What follows belongs to an exercise in optimizing a design on an open flow for small area and a short achievable clock period; a production flow would make more cautious choices. Function was checked by simulation only, so behaviour that the tests miss may differ from the original.

Setup of 05-11:
Design riscv_pipe, start of the top module:
module riscv_pipe(
    input         clk,
    input         res,
    output [31:0] imem_addr,
    input  [31:0] imem_rdata,
    output [31:0] dmem_addr,
    output [31:0] dmem_wdata,
    output        dmem_we,
    output        dmem_re,
    input  [31:0] dmem_rdata,
    output        wb_we,
    output [4:0]  wb_rd,
    output [31:0] wb_data
);
    reg [31:0] pc;           
    reg [31:0] ir;           
    reg [31:0] oh1, oh2;     
    reg [31:0] p_x, g_x;     
    reg [31:0] sd_x;         
    reg [4:0]  rd_x;
    reg        rw_x, ld_x, st_x, br_x;
    reg        sub_x, log_x;
    reg [1:0]  lop_x;        
    reg [31:0] pc_x;         
    reg [7:0]  toff_x;       
    reg [31:0] alu_m;        
    reg [31:0] sd_m;
    reg [4:0]  rd_m;
    reg        rw_m, ld_m, st_m;
    reg [31:0] t_m;          
    reg        tinc_m, tdec_m;
    reg        pcsrc;
    reg [31:0] sumpc;
    reg [31:0] wd;           
    reg [4:0]  rd_w;
    reg        rw_w;
    reg [31:0] rf [0:31];
    function [31:0] ks_sum;
        input [31:0] p, g;
        input        cin;
        reg   [31:0] gc, pc_, gn, pn;
        integer      d, b;
        begin
            gc = {g[31:1], g[0] | (p[0] & cin)};
  ...
==> flow/config.mk <==
export PLATFORM = sky130hd
export DESIGN_NAME = riscv_pipe
export DESIGN_NICKNAME = riscv_pipe
export VERILOG_FILES = /design/flow/design.v
export SDC_FILE = /design/flow/constraint.sdc
export NUM_CORES = 4
export LEC_CHECK = 0
export CAP_MARGIN = 20
export CORE_MARGIN = 2
export CORE_UTILIZATION = 45
export PLACE_DENSITY = 0.55
export SETUP_SLACK_MARGIN = 4.3
export SLEW_MARGIN = 20
export TNS_END_PERCENT = 5
==> flow/constraint.sdc <==
create_clock -name core_clock -period 7.0 [get_ports {clk}]
set_input_delay 1.4000 -clock core_clock [delete_from_list [all_inputs] [get_ports {clk}]]
set_output_delay 1.4000 -clock core_clock [all_outputs]
set_load 0.01 [all_outputs]
standard.sh (not shown) runs the stock make flow with config.mk's settings and CLKGATE_MAP_FILE= SYNTH_SCRIPT=/design/flow/synth_recipe.tcl, a recipe that flattens the netlist after the stock synthesis.
==> flow/flow/run.sh <==
#!/bin/bash
# The standard ORFS layout (standard.sh), with these make variables changed:
#  - the port buffers are buf_2 cells (the default pick is a slow delay buffer)
#  - repair may resize a cell into one of another footprint
#  - clock tree synthesis inserts no dummy loads and clusters up to 24
#    flip-flops within 60 um per leaf buffer
# make's output goes to flow_make.log; each ORFS step logs to orfs/logs/.
set -o pipefail
bash standard.sh MATCH_CELL_FOOTPRINT=0 \
    "BUFFER_PORTS_ARGS=-buffer_cell sky130_fd_sc_hd__buf_2" \
    "CTS_ARGS=-sink_clustering_enable -repair_clock_nets -dont_use_dummy_load -sink_clustering_size 24 -sink_clustering_max_diameter 60" \
    finish > flow_make.log 2>&1
05-11: flow completed, timing, DRC and antenna clean
Setup changes, 05-11 to 05-04
--- a/flow/design.v
+++ b/flow/design.v
@@ -25,24 +25,26 @@
     reg [7:0]  toff_x;       
     reg [31:0] alu_m;        
     reg [31:0] sd_m;
     reg [4:0]  rd_m;
     reg        rw_m, ld_m, st_m;
     reg [31:0] t_m;          
     reg        tinc_m, tdec_m;
     reg        pcsrc;
     reg [31:0] sumpc;
     reg [31:0] wd;           
     reg [4:0]  rd_w;
     reg        rw_w;
+    reg [3:0]  weh_w;        
+    reg [7:0]  wel_w;        
     reg [31:0] rf [0:31];
     function [31:0] ks_sum;
         input [31:0] p, g;
         input        cin;
         reg   [31:0] gc, pc_, gn, pn;
         integer      d, b;
         begin
             gc = {g[31:1], g[0] | (p[0] & cin)};
             pc_ = p;
             for (d = 1; d < 32; d = d * 2) begin
                 gn = gc;
                 pn = pc_;
@@ -187,42 +189,46 @@
             pcsrc <= 1'b0;
         else
             pcsrc <= br_x & ~|alu_m;
     reg [15:0] thi;
     integer j;
     always @(*)
         for (j = 0; j < 16; j = j + 1)
             thi[j] = t_m[16+j] ^ ((tinc_m & (&(t_m[16+:16] | ~(16'hFFFF >> (16-j))))) |
                                   (tdec_m & ~(|(t_m[16+:16] & (16'hFFFF >> (16-j))))));
     always @(posedge clk)
         sumpc <= {thi, t_m[15:0]};
     always @(posedge clk)
-        if (res)
-            rw_w <= 1'b0;
-        else
-            rw_w <= rw_m;
-    always @(posedge clk) begin
-        wd   <= wd_next;
-        rd_w <= rd_m;
+        if (res) begin
+            rw_w  <= 1'b0;
+            weh_w <= 4'd0;
+            wd    <= 32'd0;
+        end else begin
+            rw_w  <= rw_m;
+            weh_w <= rw_m ? 4'd1 << rd_m[4:3] : 4'd0;
+            wd    <= wd_next;
+        end
+    always @(posedge clk) begin
+        rd_w  <= rd_m;
+        wel_w <= 8'd1 << rd_m[2:0];
     end
     reg res_q;
     always @(posedge clk)
         res_q <= res;
-    wire [31:0] wdr = res_q ? 32'd0 : wd;
     genvar g;
     generate
         for (g = 0; g < 32; g = g + 1) begin : regs
-            wire we = res_q | (rw_w & (rd_w == g));
+            wire we = res_q | (weh_w[g/8] & wel_w[g%8]);
             always @(posedge clk)
                 if (we)
-                    rf[g] <= wdr;
+                    rf[g] <= wd;
         end
     endgenerate
     assign imem_addr  = pc;
     assign dmem_addr  = alu_m;
     assign dmem_wdata = sd_m;
     assign dmem_we    = st_m;
     assign dmem_re    = ld_m;
     assign wb_we      = rw_w;
     assign wb_rd      = rd_w;
     assign wb_data    = wd;
 endmodule
### Flow results
Every stage of the flow completed for 05-04, and the final layout passed the timing, DRC and antenna checks.
Sequential share of layout area in 05-04 vs 05-11: down 0.54 points
Of 05-04 and 05-11, it is 05-04 that has the higher last weighted congestion value of the routability-driven placer.
Cmp 05-11 and 05-04 / least setup slack across all paths after layout / higher: 05-04
Total iterations of the first detailed-routing run: 05-11 and 05-04 compared, higher one is 05-11
Worst setup slack before clock tree synthesis: 05-04 vs 05-11 down 270 ps
On post-synthesis instance total: 05-04 sits below 05-11.
Final core area utilization in 05-04 is 0.89 points higher than in 05-11
Across both runs, hold slack was higher for 05-04 than for 05-11.
Comparing the two runs side by side, 05-04 comes out behind 05-11 on post-layout total power.
Diff 05-11 -> 05-04: cell count level; area of the die ~0 delta.
Total number of vias was lower in 05-11 than in 05-04.
~same clock transition at the registers of the reported paths in 05-11 and 05-04
Compared to 05-11, 05-04 has met1 layer usage reported by global route 0.44 points higher.

-- separate check: timing with driven ports --
How much do the figures lean on ideal ports? The routed layouts below were timed once more, with nothing changed but the port constraints.
Step 1 sets driving cells, clkbuf_16 on the clock port and buf_2 on the other inputs (assumed; they add their load-dependent delay and slew).
Step 2, shift: input delay + t, output delay - t, t = (earliest + latest rising clock arrival at the registers) / 2. This alone moves slack from input paths to output paths.
Three values: no drivers, after step 1, after step 2; two values: the first two.
run	t (ns)	setup slack, ns	worst setup path at the end	worst register clock-pin slew, ns
05-11	0.806	4.071 / 4.071 / 3.990	input to register	0.10 / 0.10
05-04	0.824	4.090 / 4.069 / 3.754	input to register	0.10 / 0.10
After both steps every run listed still meets setup and hold. For 05-04, which loses most, drivers alone change the setup slack by -0.021 ns; drivers and shift together by -0.336 ns.
